From an optimization exercise on the open Yosys and OpenROAD flow, aimed at small area, a short achievable clock period and few clock cycles per item; shortcuts taken in it are not production practice. Function was checked by simulation only, so behaviour that the tests miss may differ from the original. No activity file was given, so power comes from the tool's default toggle rates.

<file path="design.v">
`timescale 1ns / 1ps
module udp_parser_top(
    input clock,
    input reset,
    input out_tready,
    output in_tready,
    input [255:0] in_tdata,
    input in_tvalid,
    input in_tlast,
    output reg out_tvalid,
    output [255:0] out_tdata
    );
    function [31:0] pick;
        input [31:0] a, b;
        input use_b_ok, is_min;
        begin
            pick = (use_b_ok & ((b > a) ^ is_min)) ? b : a;
        end
    endfunction
    localparam HDR = 2'd0, OPC = 2'd1, DAT = 2'd2;
    reg [1:0] state;
    reg       rdy;
    assign in_tready = rdy;
    wire fire = in_tvalid & rdy;
    reg [255:0] d1;
    integer i;
    reg v1, f1, l1;
    reg [15:0] cg, ce;
    reg op0, op1, op2;               
    wire ok4 = ~((state == DAT) & in_tlast);
    wire ok5 = (state == DAT) & ~in_tlast;
    always @(posedge clock) begin
        for (i = 0; i < 16; i = i + 1) begin
            cg[i] <= in_tdata[128 + 32 * (i / 4) + 8 * (i % 4) +: 8] > in_tdata[32 * (i / 4) + 8 * (i % 4) +: 8];
            ce[i] <= in_tdata[128 + 32 * (i / 4) + 8 * (i % 4) +: 8] == in_tdata[32 * (i / 4) + 8 * (i % 4) +: 8];
        end
        op0 <= (in_tdata[175:160] == 16'd0);
        op1 <= (in_tdata[175:160] == 16'd1);
        op2 <= (in_tdata[175:160] == 16'd2);
        d1 <= {in_tdata[255:160] & {96{ok5}}, in_tdata[159:128] & {32{ok4}}, in_tdata[127:0]};
        if (reset) begin
            state <= HDR;
            v1 <= 0; f1 <= 0; l1 <= 0;
        end else begin
            v1 <= fire & (state != HDR);
            f1 <= fire & (state == OPC);
            l1 <= fire & (state == DAT) & in_tlast;
            if (fire) begin
                case (state)
                    HDR: state <= OPC;
                    OPC: state <= DAT;
                    default: if (in_tlast) state <= HDR;
                endcase
            end
        end
    end
    reg m_sum, m_max, m_min;         
    wire s_sum = f1 ? op0 : m_sum;
    wire s_min = f1 ? op2 : m_min;
    always @(posedge clock)
        if (f1) begin
            m_sum <= op0;
            m_max <= op1;
            m_min <= op2;
        end
    wire mid = ~f1 & ~l1;
    wire [31:0] x0 = d1[0 +: 32], x1 = d1[32 +: 32], x2 = d1[64 +: 32], x3 = d1[96 +: 32];
    wire [31:0] x4 = d1[128 +: 32], x5 = d1[160 +: 32], x6 = d1[192 +: 32], x7 = d1[224 +: 32];
    function gt4;
        input [3:0] g, e;
        begin
            gt4 = g[3] | e[3] & (g[2] | e[2] & (g[1] | e[1] & g[0]));
        end
    endfunction
    wire [3:0] sel;
    assign sel[0] = ~l1 & (gt4(cg[3:0], ce[3:0]) ^ s_min);
    assign sel[1] = mid & (gt4(cg[7:4], ce[7:4]) ^ s_min);
    assign sel[2] = mid & (gt4(cg[11:8], ce[11:8]) ^ s_min);
    assign sel[3] = mid & (gt4(cg[15:12], ce[15:12]) ^ s_min);
    wire [31:0] p0 = sel[0] ? x4 : x0;
    wire [31:0] p1 = sel[1] ? x5 : x1;
    wire [31:0] p2 = sel[2] ? x6 : x2;
    wire [31:0] p3 = sel[3] ? x7 : x3;
    reg [31:0] q0, q1;
    reg v2, f2, l2;
    always @(posedge clock) begin
        q0 <= pick(p0, p2, 1'b1, s_min);
        q1 <= s_sum ? ((x0 + x1) + (x2 + x3)) + ((x4 + x5) + (x6 + x7))
                    : pick(p1, p3, 1'b1, s_min);
        if (reset) begin
            v2 <= 0; f2 <= 0; l2 <= 0;
        end else begin
            v2 <= v1; f2 <= f1; l2 <= v1 & l1;
        end
    end
    wire [31:0] bm = pick(q0, q1, 1'b1, m_min);
    reg  [31:0] acc;
    reg         done;                
    wire [31:0] acc_sum = (f2 ? 32'd0 : acc) + q1;
    wire [31:0] acc_mm  = f2 ? bm : pick(acc, bm, 1'b1, m_min);
    wire [31:0] acc_nxt = m_sum ? acc_sum : (m_max | m_min) ? acc_mm : 32'd0;
    always @(posedge clock)
        if (v2) acc <= acc_nxt;
    reg  [31:0] obuf;
    reg         owed1, owed2;
    wire slot = ~out_tvalid | out_tready;
    wire xfer = done & slot;
    wire take = out_tvalid & out_tready;
    wire last_in = fire & (state == DAT) & in_tlast;
    wire owed2_nxt = ~take & (owed2 | (owed1 & last_in));
    wire owed1_nxt = last_in | (take ? owed2 : owed1);
    assign out_tdata = {224'd0, obuf};
    always @(posedge clock) begin
        if (slot) obuf <= acc;
        if (reset) begin
            done <= 0;
            out_tvalid <= 0;
            owed1 <= 0;
            owed2 <= 0;
            rdy <= 1;
        end else begin
            done <= l2 | (done & ~xfer);
            if (slot) out_tvalid <= done;
            owed1 <= owed1_nxt;
            owed2 <= owed2_nxt;
            rdy <= take | ~owed2 | ((state == HDR) & ~fire);
        end
    end
endmodule
</file>
<file path="flow/run.sh">
#!/bin/bash
set -euo pipefail
export BUFFER_PORTS_ARGS="-buffer_cell sky130_fd_sc_hd__buf_2"
export CTS_ARGS="-sink_clustering_enable -repair_clock_nets -sink_clustering_size 30 -sink_clustering_max_diameter 80 -dont_use_dummy_load"
bash standard.sh 3_3_place_gp > standard_to_gp.log 2>&1
ODB_IN=$(ls -d "$PWD"/orfs/results/*/udp_parser_top/base)/3_3_place_gp.odb TIE_GROUP=2 \
  openroad -no_init -exit flow/merge_ties.tcl > merge_ties.log 2>&1
bash standard.sh > standard.log 2>&1
</file>
<file path="flow/merge_ties.tcl">
# Share tie cells between constant output ports. Port buffering leaves one
# tie cell per constant output; after global placement, neighbouring
# ports along the die edge are put on one tie cell, $::env(TIE_GROUP) at a time.
read_db $::env(ODB_IN)
set block [ord::get_db_block]
set die [$block getDieArea]
set W [$die xMax]
set H [$die yMax]
# position of a point along the die's perimeter, counter-clockwise from (0,0)
proc perim {x y} {
  global W H
  set d [list [expr {$y}] [expr {$W - $x}] [expr {$H - $y}] [expr {$x}]]
  set m [lsort -integer [list [lindex $d 0] [lindex $d 1] [lindex $d 2] [lindex $d 3]]]
  set m [lindex $m 0]
  if {$m == [lindex $d 0]} { return $x }
  if {$m == [lindex $d 1]} { return [expr {$W + $y}] }
  if {$m == [lindex $d 2]} { return [expr {$W + $H + ($W - $x)}] }
  return [expr {2 * $W + $H + ($H - $y)}]
}
set ties {}
foreach inst [$block getInsts] {
  if {[[$inst getMaster] getName] ne "sky130_fd_sc_hd__conb_1"} continue
  foreach pin {LO HI} {
    set it [$inst findITerm $pin]
    set net [$it getNet]
    if {$net eq "NULL"} continue
    set bts [$net getBTerms]
    if {[llength $bts] != 1 || [llength [$net getITerms]] != 1} continue
    set bt [lindex $bts 0]
    set bb [$bt getBBox]
    set p [perim [expr {([$bb xMin] + [$bb xMax]) / 2}] [expr {([$bb yMin] + [$bb yMax]) / 2}]]
    lappend ties [list $p $pin $inst $net $bt]
  }
}
set n 0
set removed 0
foreach pin {LO HI} {
  set group {}
  foreach t [lsort -real -index 0 $ties] {
    if {[lindex $t 1] ne $pin} continue
    lappend group $t
  }
  set i 0
  set lead ""
  foreach t $group {
    if {$i % $::env(TIE_GROUP) == 0} {
      set lead [lindex $t 3]
      incr n
    } else {
      set bt [lindex $t 4]
      set net [lindex $t 3]
      $bt disconnect
      $bt connect $lead
      odb::dbInst_destroy [lindex $t 2]
      odb::dbNet_destroy $net
      incr removed
    }
    incr i
  }
}
puts "merge_ties: [llength $ties] tie cells on output ports, kept $n, removed $removed"
write_db $::env(ODB_IN)
</file>
<file path="standard.sh">
#!/bin/bash
# synth_recipe.tcl (not shown) runs the flow's synth.tcl, then flattens the netlist and writes it again
# the make line also repeats each setting of config.mk as NAME=value (left out here)
make -C /OpenROAD-flow-scripts/flow DESIGN_CONFIG=/design/flow/config.mk WORK_HOME=/design/flow/orfs CLKGATE_MAP_FILE= SYNTH_SCRIPT=/design/flow/synth_recipe.tcl "${@:-finish}"
</file>
<file path="config.mk">
export PLATFORM = sky130hd
export DESIGN_NAME = udp_parser_top
export DESIGN_NICKNAME = udp_parser_top
export VERILOG_FILES = /design/flow/design.v
export SDC_FILE = /design/flow/constraint.sdc
export NUM_CORES = 4
export LEC_CHECK = 0
export CAP_MARGIN = 40
export CORE_MARGIN = 2
export CORE_UTILIZATION = 40
export CTS_CLUSTER_DIAMETER = 80
export CTS_CLUSTER_SIZE = 30
export SLEW_MARGIN = 40
</file>
<file path="constraint.sdc">
create_clock -name core_clock -period 28.0 [get_ports {clock}]
set_input_delay 5.6000 -clock core_clock [delete_from_list [all_inputs] [get_ports {clock}]]
set_output_delay 5.6000 -clock core_clock [all_outputs]
set_load 0.01 [all_outputs]
</file>
==> notes.md, run 1 <==
* Status: no timing/DRC/antenna violations
* Final min period at 6760 ps
* Most common cell after layout, fill and taps aside: inv_1
* Die Height at 274 µm
* H-tree Lvls at 1
* Clock slew at the register clock pins of the worst setup and hold paths at 110 ps
* Count of final setup violators at 0
* CP Data Arrival Time at 7260 ps
* Final net count at 3919
* Via-per-instance ratio at 4.82
* Worst hold path depth at 1
* Area Overhead vs Synth at 6.67%
* Worst Hold End: rdy
* DRC errors left at 0
* Critical path data required time at 28500 ps
* Net Sw Frac at 40.5%
* Relative slew slack at 49.6%
* R2r setup slk at 21570 ps
* Leak at 15.2 nW
* Worst Hold Class: flop to flop
* Ports at 519
* Clock Sinks at 431
* Vias in the first global route at 20100
* Drt initial violations at 902
* Worst R2R Start: f1
* Clock Skew at 80.7 ps
* TritonCTS clock tree: done
* Max-slew violation count at 0
* Clock group share of total power at 15.3%
* Post-synth EDFFs at 65
* PwrDens at 74.9 nW/µm²
* Total GRT Usage at 20.2%
* Routed WL at 76.7 mm
* CP top delay family: compound AO/OA/AOI/OAI gates
* Crit-path most repeated cell: o21a_1
* Vias at 19800
* Cts repair resizes at 0
* Largest net degree at the start of global routing at 79
* Worst-path maximum fanout at 2
* Die area at 75100 µm²
* Fraction of registers with async set/reset at 0%
* Post-Route Setup TNS at 0 ps
* Max incr delay on CP at 290 ps
* Syn Inst Count at 2996
* Fin. Hold Viols at 0
* Worst vdd ir at 54.3 µV
* Setup bufs post-CTS at 0
* Net Switching at 0.000944 W
* Clock latency on the worst-skew pair at 600 ps
* Antenna violations before repair at 4
* Dpl hpwl at 65.4 mm
* Layout cells sized above 1 at 12.6%
* Final RePlAce weighted congestion at 0.881
* Combinational share of power at 52.8%
* Clock Path Buffers at 3
* Filler cells at 7196
* Cell area after synthesis at 29200 µm²
* Core area at 72600 µm²
* Internal cell power at 0.00139 W
* Number of hold buffers added after CTS at 0
* RSZ-0062 raised after global routing: no
* Global-route wire length before repair at 117 mm
* DRT Pass-1 Iters at 5
* CP Depth at 12
* Worst r2r path cells at 18
* Hold Startpoint: owed2
* DR WL/cell at 18.6 µm
* Starting Density at 40.2%
* Max_cap viols at 0
* Fmax achieved at 0.148 GHz
* Place WS at 20610 ps
* Worst Setup Path Type: primary input to flop
* Critical Path Start Type: primary input
* Buffers on Ports at 294
* Average instance area after synthesis at 9.74 µm²
* Part of the power in registers at 31.9%
* Library cells used by synthesis at 70
* Top_reg_cell synth: dfxtp_1
* Seq cells post-synth at 431
* Tcrit/Tclk final at 24.2%
* Final ANT Viol Nets at 0
* Root Buffer: clkbuf_16
* Worst flop-to-flop path endpoint: q0[9]
* Synth Warn # at 1
* GRT overflow at 0
* Most frequent cells in the layout: inv_1 (407), dfxtp_1 (366), ha_1 (319)
* Crit path capture type: flop
* Width of the die at 274 µm
* Crit path max-delay cell type: ha_1
* Setup slack after layout at 21240 ps
* Cell Chain, Critical Path: buf_2 > inv_1 > ha_1 > nor2b_1 > o21a_1 > o21a_1 > o21a_1 > o21a_1 > o21ai_0 > nand2b_1 > a21oi_1 > nor2_1
* Buf/Inv on CP at 2
* TritonCTS Buffers at 25
* Seq/Total Area, Yosys at 31.8%
* Worst-Margin Slew at 749 ps
* Row cnt at 99
==> power groups by stage <==
stage / clock network [W] / logic (W) / registers, W
CTS: 0.000368 / 0.00123 / 0.000744
global route: 0.000389 / 0.00138 / 0.000751
detailed placement: 0 / 0.00122 / 0.000757
finish: 0.000357 / 0.00123 / 0.000744
floorplan: 0 / 0.000958 / 0.000730
global placement: 0 / 0.00121 / 0.000757
==> sequential cells by signal (all words and copies together), names as in the netlist, 2 cells and up <==
signal and count:
state 2, acc 32, cg 16, obuf 32, q1 32, ce 12, q0 32, d1 256
==> Yosys cell counts, drive strengths merged, types with 8 or more instances <==
library cell  number  area share [%]
and3              10            0.21
edfxtp            65             6.7
o21a              60             1.5
o31ai             28            0.72
a31oi              8            0.17
nor2             183             2.4
clkbuf            51            0.66
mux2i            108             3.7
ha               319              14
nor2b             38            0.81
a21oi            142             2.4
fa               184              13
o21ai             97             1.7
dfxtp            366              25
a22o              27            0.81
nand4             62             1.3
and2             159             3.4
nand3             20            0.34
xnor2             50             1.5
buf              238             6.1
mux2              39             1.5
a211o             10            0.30
a21o              70             1.8
nand2b            24            0.51
xor2              20            0.60
a211oi            22            0.57
nor3              19            0.33
nand2             94             1.2
o21bai            10            0.26
inv              409             5.3
==> through the flow <==
step / area, µm² / cells / util (%) / power (W) / hold WS (ps)
after CTS: 31100 / 4112 / 42.9 / 0.00234 / 416
final: 31100 / 4114 / 42.9 / 0.00233 / 408
after detailed placement: 30500 / 4087 / 42.0 / 0.00198 / 390
after global placement: 30900 / 4199 / 42.6 / 0.00197 / 397
after floorplan: 30000 / 3219 / - / 0.00169 / 371
after global routing: 31100 / 4113 / 42.9 / 0.00252 / 442
==> worst max-delay path by stage <==
stage                       start       endpoint  slack, ps
floorplan           in_tdata[121]         cg[15]      20880
global placement      in_tdata[9]          cg[1]      20670
detailed placement    in_tdata[9]          cg[1]      20610
CTS                      obuf[22]  out_tdata[22]      21200
global route          in_tdata[9]          cg[1]      21090
finish                in_tdata[9]          cg[1]      21240
==> worst reg2reg max path, stage by stage (launching register included) <==
cell and delay (ps):
dfxtp_1 580, mux2i_2 610, inv_2 260, xnor2_1 210, nand2_2 230, buf_4 530
mux2i_1 450, inv_1 80, ha_1 310, nor2b_1 130, o21a_1 150, o21ai_0 170
a21oi_1 110, o31a_1 240, o21ai_0 520, a31oi_1 330, xnor2_4 510, buf_4 430
mux2i_1 470
==> cells by family after synthesis <==
kind of cell	count (synthesis)	synth area share [%]
AOI/OAI and AO/OA	514	11.5
xor gates and xnor gates	70	2.13
adders and majority gates	503	26.3
buffers and inverters	698	12.0
DFF	431	31.8
muxes	147	5.22
other	1	0.0128
and+or+nand+nor	632	11.1
==> per-layer routing <==
layer  global-route usage, %  vias up  part of all wire, %
li1                        -     9974                    -
met2                    32.2      414                   45
met1                    29.1     9360                   49
met3                    2.50       81                  4.5
met4                    4.89        0                  2.3
met5                       0        -                    0
==> layout make-up <==
cell class	instances	area (µm²)	area share, %
antenna	2	5.00	0.0161
tap	959	1200	3.85
timing repair buffer	310	1590	5.11
inverter	409	1540	4.93
clock buffer	25	626	2.01
sequential	431	9280	29.8
multi-input combinational	1978	16900	54.3
Testbench counts, summed over its fixed seeds: cycles 6,481, packets 512.
==> run 2: changes to the inputs <==
==> flow/run.sh (replaced) <==
#!/bin/bash
set -euo pipefail
export BUFFER_PORTS_ARGS="-buffer_cell sky130_fd_sc_hd__buf_2"
export CTS_ARGS="-sink_clustering_enable -repair_clock_nets -sink_clustering_size 30 -sink_clustering_max_diameter 80 -dont_use_dummy_load"
bash standard.sh 3_3_place_gp > standard_to_gp.log 2>&1
ODB_IN=$(ls -d "$PWD"/orfs/results/*/udp_parser_top/base)/3_3_place_gp.odb TIE_GROUP=3 \
  openroad -no_init -exit flow/merge_ties.tcl > merge_ties.log 2>&1
bash standard.sh > standard.log 2>&1
==> notes.md, run 2 <==
* Max_cap viols at 0
* Leak at 15.0 nW
* Met3 Wirelength at 3.55 mm
* Buf/Inv on CP at 1
* Width of the die at 274 µm
* Clock Sinks at 431
* Dpl hpwl at 65.3 mm
* Critical path data required time at 22400 ps
* Root Buffer: clkbuf_16
* Worst R2R Start: f1
* Fmax achieved at 0.148 GHz
* Max incr delay on CP at 420 ps
* Core area at 72600 µm²
* Clock Skew at 72.4 ps
* Status: no timing/DRC/antenna violations
* Worst Hold Class: flop to flop
* DRC errors left at 0
* Cell area after synthesis at 29200 µm²
* Worst-path maximum fanout at 1
* Area after DPL at 30400 µm²
* H-tree Lvls at 1
* Syn Inst Count at 2996
* Largest family of logic cells by synthesized area: adder cells
* Routed WL at 76.4 mm
* TritonCTS clock tree: done
* Die Height at 274 µm
* GRT overflow at 0
* Met1 wire length at 36.9 mm
* CP Data Arrival Time at 1160 ps
* Final net count at 3882
* Met2 wire length at 34.0 mm
* Die area at 75100 µm²
* Most common cell after layout, fill and taps aside: inv_1
* Worst setup startpoint: obuf[21]
* Worst Setup Path Type: flop to output pin
* Filler cells at 7221
* RSZ-0062 raised after global routing: no
* Post-Route Setup TNS at 0 ps
* Yosys top cell area share at 25.1%
* CP Depth at 1
* Layout cells sized above 1 at 12.7%
* Fin area at 31000 µm²
* Setup slack after layout at 21240 ps
* Total GRT Usage at 20.2%
* Vias at 19900
* Place WS at 20630 ps
* Post-synth EDFFs at 65
* TritonCTS Buffers at 25
* Drt initial violations at 1064
* Synth Warn # at 1
* R2r setup slk at 21600 ps
* Clock Path Buffers at 3
* Cell Chain, Critical Path: buf_2
* Area Overhead vs Synth at 6.19%
* Synth area leaders: dfxtp_1 (25%), ha_1 (14%), fa_1 (13%)
* Crit path capture type: output pin
* Number of hold buffers added after CTS at 0
* Critical Path Start Type: flop
* Final min period at 6760 ps
* Clock latency on the worst-skew pair at 600 ps
* Hold Startpoint: owed2
* Synth Area in Adders at 26.3%
* CP top delay family: flip-flops
* Setup bufs post-CTS at 0
* Worst vdd ir at 48.2 µV
* Starting Density at 40.2%
* Area leader, netlist: dfxtp_1
* Most frequent cells after synthesis: inv_1 (408), dfxtp_1 (366), ha_1 (319)
* Count of final setup violators at 0
* Average instance area after synthesis at 9.74 µm²
* Ports at 519
* Seq/Total Area, Yosys at 31.8%
* Worst hold path depth at 1
* Worst r2r path cells at 18
* Final ANT Viol Nets at 0
* Relative slew slack at 49.7%
* Crit path max-delay cell type: edfxtp_1
* Global-route wire length before repair at 117 mm
* Mux cell area share after synthesis at 5.22%
* Max-slew violation count at 0
* Buffers on Ports at 294
* Vias in the first global route at 20100
* Antenna violations before repair at 4
* Library cells used by synthesis at 70
* Simple-gate share of the synthesized area at 11.1%
* DR WL/cell at 18.7 µm
* Most flops, register: d1
* Max reg flops at 256
* DRT Pass-1 Iters at 5
* Seq cells post-synth at 431
* Post-synthesis compound-gate area fraction at 11.5%
* Clock slew at the register clock pins of the worst setup and hold paths at 80 ps
* Largest net degree at the start of global routing at 79
* Via-per-instance ratio at 4.88
* Top layer used by detailed routing: met5
* Worst-Margin Slew at 755 ps
* Fin. Hold Viols at 0
* Row cnt at 99
* Most frequent cells in the layout: inv_1 (407), dfxtp_1 (366), ha_1 (319)
* Tcrit/Tclk final at 24.1%
* Fraction of registers with async set/reset at 0%
* Cts repair resizes at 0
* Most frequent cell after synthesis: inv_1
* Final RePlAce weighted congestion at 0.881
* Post-synthesis xor/xnor area fraction at 2.13%
* Top_reg_cell synth: dfxtp_1
* PwrDens at 75.2 nW/µm²
==> run 2: cell families (layout without fill, tap and decap cells) <==
| logic type | Yosys count | in the layout |
|---|---|---|
| multiplexers | 147 | 147 |
| buffers and inverters | 698 | 744 |
| other | 1 | 76 |
| adder cells (fa/ha/maj) | 503 | 503 |
| XOR/XNOR | 70 | 70 |
| AO/OA/AOI/OAI | 514 | 514 |
| flip-flops | 431 | 431 |
| AND/OR/NAND/NOR | 632 | 632 |
==> run 2: layout make-up <==
class	count	area [µm²]	area share [%]
multi-input combinational	1941	16800	54.1
antenna	1	2.50	0.00807
tap	959	1200	3.87
inverter	409	1540	4.95
sequential	431	9280	29.9
clock buffer	25	626	2.02
timing repair buffer	310	1590	5.14
==> run 2: final timing paths <==
| kind | to |
|---|---|
| setup reg to reg | q0[23] |
| hold reg to reg | rdy |
| hold / removal | rdy |
| setup / recovery | out_tdata[21] |
==> run 2: report_power, final <==
group | switching [W] | internal [W]
registers | 0.0000564 | 0.000687
clock network | 0.000199 | 0.000158
logic | 0.000686 | 0.000543
total | 0.000942 | 0.00139
==> run 2: through the flow <==
step / hold WS, ps / total power, W / std cells / util, %
floorplan: 371 / 0.00169 / 3219 / -
global placement: 397 / 0.00197 / 4199 / 42.6
detailed placement: 392 / 0.00198 / 4050 / 41.8
CTS: 409 / 0.00234 / 4075 / 42.7
global route: 421 / 0.00252 / 4076 / 42.7
finish: 404 / 0.00233 / 4076 / 42.7
==> run 2: metal layers <==
layer | up-vias | GRT usage (%)
li1 | 9935 | -
met1 | 9414 | 29.0
met2 | 463 | 32.1
met3 | 85 | 2.42
met4 | 4 | 5.19
met5 | - | 0
==> run 3: changes to the inputs <==
--- a/flow/run.sh
+++ b/flow/run.sh
@@ -1,5 +1,5 @@
 #!/bin/bash
 set -euo pipefail
-export BUFFER_PORTS_ARGS="-buffer_cell sky130_fd_sc_hd__buf_2"
+export BUFFER_PORTS_ARGS="-buffer_cell sky130_fd_sc_hd__buf_1"
 export CTS_ARGS="-sink_clustering_enable -repair_clock_nets -sink_clustering_size 30 -sink_clustering_max_diameter 80 -dont_use_dummy_load"
 bash standard.sh 3_3_place_gp > standard_to_gp.log 2>&1
==> notes.md, run 3 <==
* Post-synthesis compound-gate area fraction at 11.5%
* Final min period at 7030 ps
* Synth Warn # at 1
* Max_cap viols at 0
* Largest family of logic cells by synthesized area: adder cells
* Worst vdd ir at 50.0 µV
* Count of final setup violators at 0
* Post-synthesis xor/xnor area fraction at 2.13%
* Synth Area in Adders at 26.3%
* Critical path data required time at 28530 ps
* Vias at 19800
* Leak at 14.3 nW
* Status: no timing/DRC/antenna violations
* Yosys top cell area share at 25.1%
* Average instance area after synthesis at 9.74 µm²
* DRT Pass-1 Iters at 5
* Worst-Margin Slew at 835 ps
* Fmax achieved at 0.142 GHz
* Dpl hpwl at 64.7 mm
* Clock Sinks at 431
* Filler cells at 7334
* Seq cells post-synth at 431
* Mux cell area share after synthesis at 5.22%
* Area leader, netlist: dfxtp_1
* Cts repair resizes at 0
* Most flops, register: d1
* H-tree Lvls at 1
* Relative slew slack at 44.1%
* DRC errors left at 0
* Ports at 519
* Root Buffer: clkbuf_16
* Number of hold buffers added after CTS at 0
* Final net count at 3885
* Synth area leaders: dfxtp_1 (25%), ha_1 (14%), fa_1 (13%)
* Critical Path Start Type: primary input
* Routed WL at 76.3 mm
* Via-per-instance ratio at 4.85
* Die area at 75100 µm²
* Library cells used by synthesis at 70
* DR WL/cell at 18.7 µm
* Total GRT Usage at 20.2%
* Top_reg_cell synth: dfxtp_1
* Worst-path maximum fanout at 77
* Largest net degree at the start of global routing at 78
* TritonCTS clock tree: done
* Clock Path Buffers at 3
* Final ANT Viol Nets at 0
* Max-slew violation count at 0
* Most frequent cells in the layout: inv_1 (407), dfxtp_1 (366), ha_1 (319)
* Syn Inst Count at 2996
* Crit-path most repeated cell: buf_4
* Tcrit/Tclk final at 25.1%
* Max reg flops at 256
* Most common cell after layout, fill and taps aside: inv_1
* Buffers on Ports at 294
* Drt initial violations at 1123
* GRT overflow at 0
* Die Height at 274 µm
* Simple-gate share of the synthesized area at 11.1%
* Setup bufs post-CTS at 0
* Antenna violations before repair at 1
* Post-synth EDFFs at 65
* Clock Skew at 75.1 ps
* Fraction of registers with async set/reset at 0%
* Cell area after synthesis at 29200 µm²
* RSZ-0062 raised after global routing: no
* PwrDens at 76.5 nW/µm²
* Global-route wire length before repair at 117 mm
* Crit path max-delay cell type: nor3b_2
* Buf/Inv on CP at 3
* Fin. Hold Viols at 0
* Area Overhead vs Synth at 5.08%
* Clock slew at the register clock pins of the worst setup and hold paths at 80 ps
* Worst Hold Class: flop to flop
* Worst Setup Path Type: primary input to flop
* Crit path capture type: flop
* Width of the die at 274 µm
* CP top delay family: buffers and inverters
* CP Data Arrival Time at 7560 ps
* Final Core Density at 42.2%
* Core area at 72600 µm²
* Most frequent cells after synthesis: inv_1 (408), dfxtp_1 (366), ha_1 (319)
* Seq/Total Area, Yosys at 31.8%
* Post-Route Setup TNS at 0 ps
* TritonCTS Buffers at 27
* Most frequent cell after synthesis: inv_1
* Cell Chain, Critical Path: buf_1 > nor3b_2 > buf_4 > buf_4 > and2_1
* Clock latency on the worst-skew pair at 610 ps
* Vias in the first global route at 20400
* Layout cells sized above 1 at 3.37%
* Final RePlAce weighted congestion at 0.868
* Row cnt at 99
* Max incr delay on CP at 690 ps
* Starting Density at 40.2%
run 3: cell counts after synthesis:
Identical to the previous run, type by type.
run 3: final timing paths:
kind,startpoint,to,slack [ps],depth (start not counted)
setup / recovery,in_tlast,d1[165],20970,5
hold / removal,owed2,rdy,400,1
setup reg to reg,f1,q0[23],21350,19
hold reg to reg,owed2,rdy,400,1
run 3: worst register-to-register path: cells and delay by family, from the launching register on:
| kind | cells | cell delay [ps] |
|---|---|---|
| multiplexers | 3 | 1550 |
| AND/OR/NAND/NOR | 2 | 500 |
| adder cells (fa/ha/maj) | 1 | 320 |
| AO/OA/AOI/OAI | 6 | 1350 |
| XOR/XNOR | 2 | 860 |
| buffers and inverters | 5 | 1610 |
| flip-flops | 1 | 320 |
run 3: per-stage QoR:
| step | hold slack (ps) | power, W | cells | setup WS, ps | cell area [µm²] |
|---|---|---|---|---|---|
| 2_1_floorplan | 371 | 0.00169 | 3219 | 20880 | 30000 |
| 3_3_place_gp | 392 | 0.00197 | 4200 | 20390 | 30500 |
| 3_5_place_dp | 392 | 0.00197 | 4051 | 20310 | 30000 |
| 4_1_cts | 403 | 0.00235 | 4078 | 20930 | 30700 |
| 5_1_grt | 421 | 0.00253 | 4078 | 20850 | 30700 |
| 6_report | 400 | 0.00235 | 4079 | 20970 | 30700 |
run 3: cells by family (layout without fill, tap and decap cells):
kind of cell / after synthesis / after routing
compound gates: 514 / 514
xor+xnor: 70 / 70
fa+ha+maj: 503 / 503
buf+inv: 698 / 747
flops: 431 / 431
mux: 147 / 147
other cells: 1 / 76
simple gates: 632 / 632
run 3: final cells by class:
class	count	area [µm²]	share of cell area, %
flip-flops and latches	431	9280	30.3
well taps	959	1200	3.91
inverters	409	1540	5.01
diodes	1	2.50	0.00816
multi-input cells	1941	16700	54.6
repair buffers	311	1230	4.01
clock buffers	27	676	2.20
run 3: per-layer routing:
metal / vias up / track usage [%] / part of all wire (%)
met5: - / 0 / 0.014
met4: 2 / 3.00 / 1.2
met3: 60 / 2.00 / 4.2
met2: 436 / 33.3 / 46
met1: 9364 / 29.2 / 49
li1: 9936 / - / -
run 3: power by group:
part	total, W	internal, W	switching (W)
Clock	0.000375	0.000170	0.000206
Combinational	0.00123	0.000537	0.000689
Sequential	0.000744	0.000687	0.0000567
Total	0.00235	0.00139	0.000951

## port drivers added, routing unchanged
In the flow no input, the clock included, has a driving cell. The finished layouts below were timed again as built, in two steps. Step 1: set_driving_cell puts a clkbuf_16 on clock and a buf_2 on each other input, an assumption about the parent block. Step 2 times the ports against the registers' clock, not the clock port: input delays grow and output delays shrink by t, the midpoint of the rising clock arrivals with the driver on. Slacks: ideal ports / drivers / drivers and shift; pairs: ideal ports / drivers.
| run | t (ns) | setup WS [ns] | hold slack, ns |
|---|---|---|---|
| run 1 | 0.613 | 21.235 / 21.185 / 20.652 | 0.408 / 0.408 / 0.408 |
| run 2 | 0.617 | 21.243 / 21.190 / 20.658 | 0.404 / 0.404 / 0.404 |
| run 3 | 0.622 | 20.966 / 20.989 / 20.367 | 0.400 / 0.400 / 0.400 |
After both steps setup and hold are still met in every run listed. For run 3, which loses most, drivers alone change the setup slack by +0.023 ns; drivers and shift together by -0.599 ns.
